From an optimization exercise on the open Yosys and OpenROAD flow, aimed at small area; shortcuts taken in it are not production practice.
The RTL was checked by simulation tests, not by an equivalence proof against the original design.

## life
module life(input logic clk,
            input logic reset,
            input logic [9:0][9:0] init,
            output logic [9:0][9:0] out);
export LEC_CHECK = 0
export CAP_MARGIN = 20
export CORE_MARGIN = 2
export CORE_UTILIZATION = 40
export CTS_BUF_LIST = sky130_fd_sc_hd__clkbuf_16
export CTS_CLUSTER_DIAMETER = 150
export CTS_CLUSTER_SIZE = 40
export SLEW_MARGIN = 20
export SYNTH_HIERARCHICAL = 1
create_clock -name core_clock -period 6.0 [get_ports {clk}]
standard.sh (not shown) runs the stock make flow with config.mk's settings and CLKGATE_MAP_FILE= SYNTH_SCRIPT=/design/flow/synth_recipe.tcl, a recipe that flattens the netlist after the stock synthesis.
==> flow/flow/run.sh <==
#!/bin/bash
# Own layout flow: the standard ORFS flow, with two changes.
#  1. Synthesis is the standard script (flow/synth.tcl is synth_recipe.tcl
#     plus two wrappers): ABC maps with flow/abc.script, an area-oriented
#     script, instead of ORFS's delay-driven one, and Yosys's full-adder
#     extraction only runs on the adder modules (life_fa, life_ha).
#  2. Ports are buffered with buf_1 instead of the cell buffer_ports picks.
# Every tool's output goes to a log file in the work folder.
set -euo pipefail
W=$(pwd)
export MY_ABC_SCRIPT=$W/flow/abc.script
export MY_FA_SEL="life_fa life_ha"
bash standard.sh SYNTH_SCRIPT=$W/flow/synth.tcl synth > $W/synth.log 2>&1
bash standard.sh "BUFFER_PORTS_ARGS=-buffer_cell sky130_fd_sc_hd__buf_1" finish > $W/layout.log 2>&1
test -f out/final.def
==> flow/flow/abc.script <==
strash; &get -n; &deepsyn -T 30; &put; dch -f; amap; topo
==> flow/flow/synth.tcl <==
proc synth {args} { yosys synth -nofsm -noshare {*}$args }
proc abc {args} {
  if {[info exists ::env(MY_ABC_SCRIPT)]} {
    set i [lsearch -exact $args -script]
    if {$i >= 0} { set args [lreplace $args [expr {$i+1}] [expr {$i+1}] $::env(MY_ABC_SCRIPT)] }
    set i [lsearch -exact $args -D]
    if {$i >= 0} { set args [lreplace $args $i [expr {$i+1}]] }
  }
  yosys abc {*}$args
}
proc extract_fa {args} {
  if {[info exists ::env(MY_FA_SEL)]} {
    yosys extract_fa {*}$args {*}$::env(MY_FA_SEL)
  } else {
    yosys extract_fa {*}$args
  }
}
source $::env(SCRIPTS_DIR)/synth.tcl
# left out here: clear keep_hierarchy, flatten, clean up, hide names made inside functions, write 1_2_yosys.v
==> next run, changes <==
--- a/flow/config.mk
+++ b/flow/config.mk
@@ -11,3 +11,2 @@
-export CTS_BUF_LIST = sky130_fd_sc_hd__clkbuf_16
-export CTS_CLUSTER_DIAMETER = 150
-export CTS_CLUSTER_SIZE = 40
+export CTS_BUF_LIST = sky130_fd_sc_hd__clkbuf_8
+export CTS_CLUSTER_SIZE = 20
Register-to-register slack stays flat. Flip-flop and latch count stays the same. Wire length is about the same. Via count barely changes. Clock skew hardly moves. Cell count is unchanged. Clock-buffer cell count is higher by 2.
==> next run, changes <==
--- a/flow/config.mk
+++ b/flow/config.mk
@@ -12 +12,2 @@
-export CTS_CLUSTER_SIZE = 20
+export CTS_CLUSTER_DIAMETER = 100
+export CTS_CLUSTER_SIZE = 30
The new run passed the timing, design-rule and antenna checks.
Non-clock buffer count does not change.
==> next run, changes <==
--- a/flow/flow/run.sh
+++ b/flow/flow/run.sh
@@ -7,0 +8 @@
+#  3. Clock tree synthesis uses clkbuf_8 and no dummy loads.
@@ -14 +15,2 @@
-bash standard.sh "BUFFER_PORTS_ARGS=-buffer_cell sky130_fd_sc_hd__buf_1" finish > $W/layout.log 2>&1
+bash standard.sh "BUFFER_PORTS_ARGS=-buffer_cell sky130_fd_sc_hd__buf_1" \
+  "CTS_ARGS=-sink_clustering_enable -repair_clock_nets -dont_use_dummy_load -buf_list sky130_fd_sc_hd__clkbuf_8" finish > $W/layout.log 2>&1
--- a/flow/config.mk
+++ b/flow/config.mk
@@ -11,3 +10,0 @@
-export CTS_BUF_LIST = sky130_fd_sc_hd__clkbuf_8
-export CTS_CLUSTER_DIAMETER = 100
-export CTS_CLUSTER_SIZE = 30
Cell count went down slightly.
Count of clock-buffer cells in the layout went down by 2.
Area after synthesis is unchanged.
Synthesized cell count stays the same.

The RTL this note starts from:
==> flow/design.v <==
module life(input logic clk,
            input logic reset,
            input logic [9:0][9:0] init,
            output logic [9:0][9:0] out);
    logic [9:0][9:0] state_n;
    logic [9:0][9:0] nextstate;
    logic [9:0][9:0] d_n;
    logic reset_n;
    always_ff @(posedge clk)
        state_n <= d_n;
    assign reset_n = ~reset;
    logic [1:0] vn [10][10];
    logic [2:0] tn [10][5];
    genvar r, c;
    generate
        for (r = 0; r < 10; r = r + 1) begin : g_row
            for (c = 0; c < 10; c = c + 1) begin : g_col
                life_fa u_col(.a(state_n[(r + 9) % 10][c]),
                              .b(state_n[r][c]),
                              .c(state_n[(r + 1) % 10][c]),
                              .s(vn[r][c][0]),
                              .co(vn[r][c][1]));
            end
            for (c = 0; c < 10; c = c + 2) begin : g_pair
                life_pair u_pair(.va(vn[r][c]), .vb(vn[r][c + 1]), .t(tn[r][c / 2]));
            end
            for (c = 0; c < 10; c = c + 2) begin : g_cell
                life_rule2 u_rule(.tn(tn[r][c / 2]),
                                  .wln(vn[r][(c + 9) % 10]),
                                  .wrn(vn[r][(c + 2) % 10]),
                                  .xan(state_n[r][c]),
                                  .xbn(state_n[r][c + 1]),
                                  .ya(nextstate[r][c]),
                                  .yb(nextstate[r][c + 1]));
            end
            for (c = 0; c < 10; c = c + 1) begin : g_load
                life_load u_load(.reset(reset),
                                 .reset_n(reset_n),
                                 .init(init[r][c]),
                                 .y(nextstate[r][c]),
                                 .d_n(d_n[r][c]));
            end
        end
    endgenerate
    assign out = nextstate;
endmodule
module life_fa(input logic a, b, c,
               output logic s, co);
    assign s = a ^ b ^ c;
    assign co = (a & b) | (a & c) | (b & c);
endmodule
module life_ha(input logic a, b,
               output logic s, co);
    assign s = a ^ b;
    assign co = a & b;
endmodule
module life_pair(input logic [1:0] va, vb,
                 output logic [2:0] t);
    logic k;
    life_ha u_lo(.a(va[0]), .b(vb[0]), .s(t[0]), .co(k));
    life_fa u_hi(.a(va[1]), .b(vb[1]), .c(k), .s(t[1]), .co(t[2]));
endmodule
module life_rule2(input logic [2:0] tn,
                  input logic [1:0] wln, wrn,
                  input logic xan, xbn,
                  output logic ya, yb);
    logic [3:0] sa, sb;
    assign sa = 4'd9 - {1'b0, tn} - {2'b0, wln};
    assign sb = 4'd9 - {1'b0, tn} - {2'b0, wrn};
    assign ya = (sa == 4'd3) | (~xan & (sa == 4'd4));
    assign yb = (sb == 4'd3) | (~xbn & (sb == 4'd4));
endmodule
module life_load(input logic reset, reset_n, init, y,
                 output logic d_n);
    assign d_n = ~((reset | y) & (reset_n | init));
endmodule
==> flow/config.mk <==
export PLATFORM = sky130hd
export DESIGN_NAME = life
export DESIGN_NICKNAME = life
export VERILOG_FILES = /design/flow/design.v
export SDC_FILE = /design/flow/constraint.sdc
export NUM_CORES = 4
export LEC_CHECK = 0
export CAP_MARGIN = 20
export CORE_MARGIN = 2
export CORE_UTILIZATION = 60
export CTS_BUF_LIST = sky130_fd_sc_hd__clkbuf_8
export CTS_CLUSTER_SIZE = 20
export SLEW_MARGIN = 20
export SYNTH_HIERARCHICAL = 1
==> flow/constraint.sdc <==
create_clock -name core_clock -period 6.0 [get_ports {clk}]
set_input_delay 1.2000 -clock core_clock [delete_from_list [all_inputs] [get_ports {clk}]]
set_output_delay 1.2000 -clock core_clock [all_outputs]
set_load 0.01 [all_outputs]
==> flow/flow/run.sh <==
#!/bin/bash
# Own layout flow: the standard ORFS flow, with two changes.
#  1. Synthesis is the standard script (flow/synth.tcl is synth_recipe.tcl
#     plus two wrappers): ABC maps with flow/abc.script, an area-oriented
#     script, instead of ORFS's delay-driven one, and Yosys's full-adder
#     extraction only runs on the adder modules (life_fa, life_ha).
#  2. Ports are buffered with buf_1 instead of the cell buffer_ports picks.
# Every tool's output goes to a log file in the work folder.
set -euo pipefail
W=$(pwd)
export MY_ABC_SCRIPT=$W/flow/abc.script
export MY_FA_SEL="life_fa life_ha"
bash standard.sh SYNTH_SCRIPT=$W/flow/synth.tcl synth > $W/synth.log 2>&1
bash standard.sh "BUFFER_PORTS_ARGS=-buffer_cell sky130_fd_sc_hd__buf_1" finish > $W/layout.log 2>&1
test -f out/final.def
Scripts as last shown in full above: flow/flow/abc.script, flow/flow/synth.tcl
==> next run, changes <==
CORE_UTILIZATION = 40   (was 60)
What happened: Via count goes down by 2.6%. Clock skew goes up by 0.0035 ns. Register-to-register slack got worse by 0.13 ns. Global-route usage goes down by 10 points. Utilization goes down by 23 points. Cell area goes up by 1.3%.

## what the ideal ports hide
In the flow no input, the clock included, has a driving cell. The finished layouts below were timed again as built, in two steps.
Step 1 sets driving cells, clkbuf_16 on the clock port and buf_2 on the other inputs (assumed; they add their load-dependent delay and slew).
Step 2, shift: input delay + t, output delay - t, t = (earliest + latest rising clock arrival at the registers) / 2. This alone moves slack from input paths to output paths.
a / b / c = ideal / step 1 / step 2; a / b = the first two.
run | t (ns) | setup slack, ns | latest minus earliest clock arrival (ns) | slew at the worst register clock pin (ns) | worst slew at a driven data input, ns
the first run of note 1 | 0.396 | 1.688 / 1.638 / 2.034 | 0.011 / 0.011 | 0.08 / 0.08 | 0.04
the second run of note 1 | 0.417 | 1.655 / 1.611 / 2.029 | 0.013 / 0.013 | 0.10 / 0.10 | 0.04
the third run of note 1 | 0.417 | 1.655 / 1.611 / 2.029 | 0.013 / 0.013 | 0.10 / 0.10 | 0.04
the fourth run of note 1 | 0.418 | 1.650 / 1.606 / 2.024 | 0.020 / 0.020 | 0.10 / 0.10 | 0.04
the first run of note 2 | 0.448 | 1.320 / 1.277 / 1.725 | 0.010 / 0.010 | 0.11 / 0.11 | 0.04
the second run of note 2 | 0.426 | 1.341 / 1.301 / 1.727 | 0.013 / 0.013 | 0.11 / 0.11 | 0.04
After both steps setup and hold are still met in every run listed.
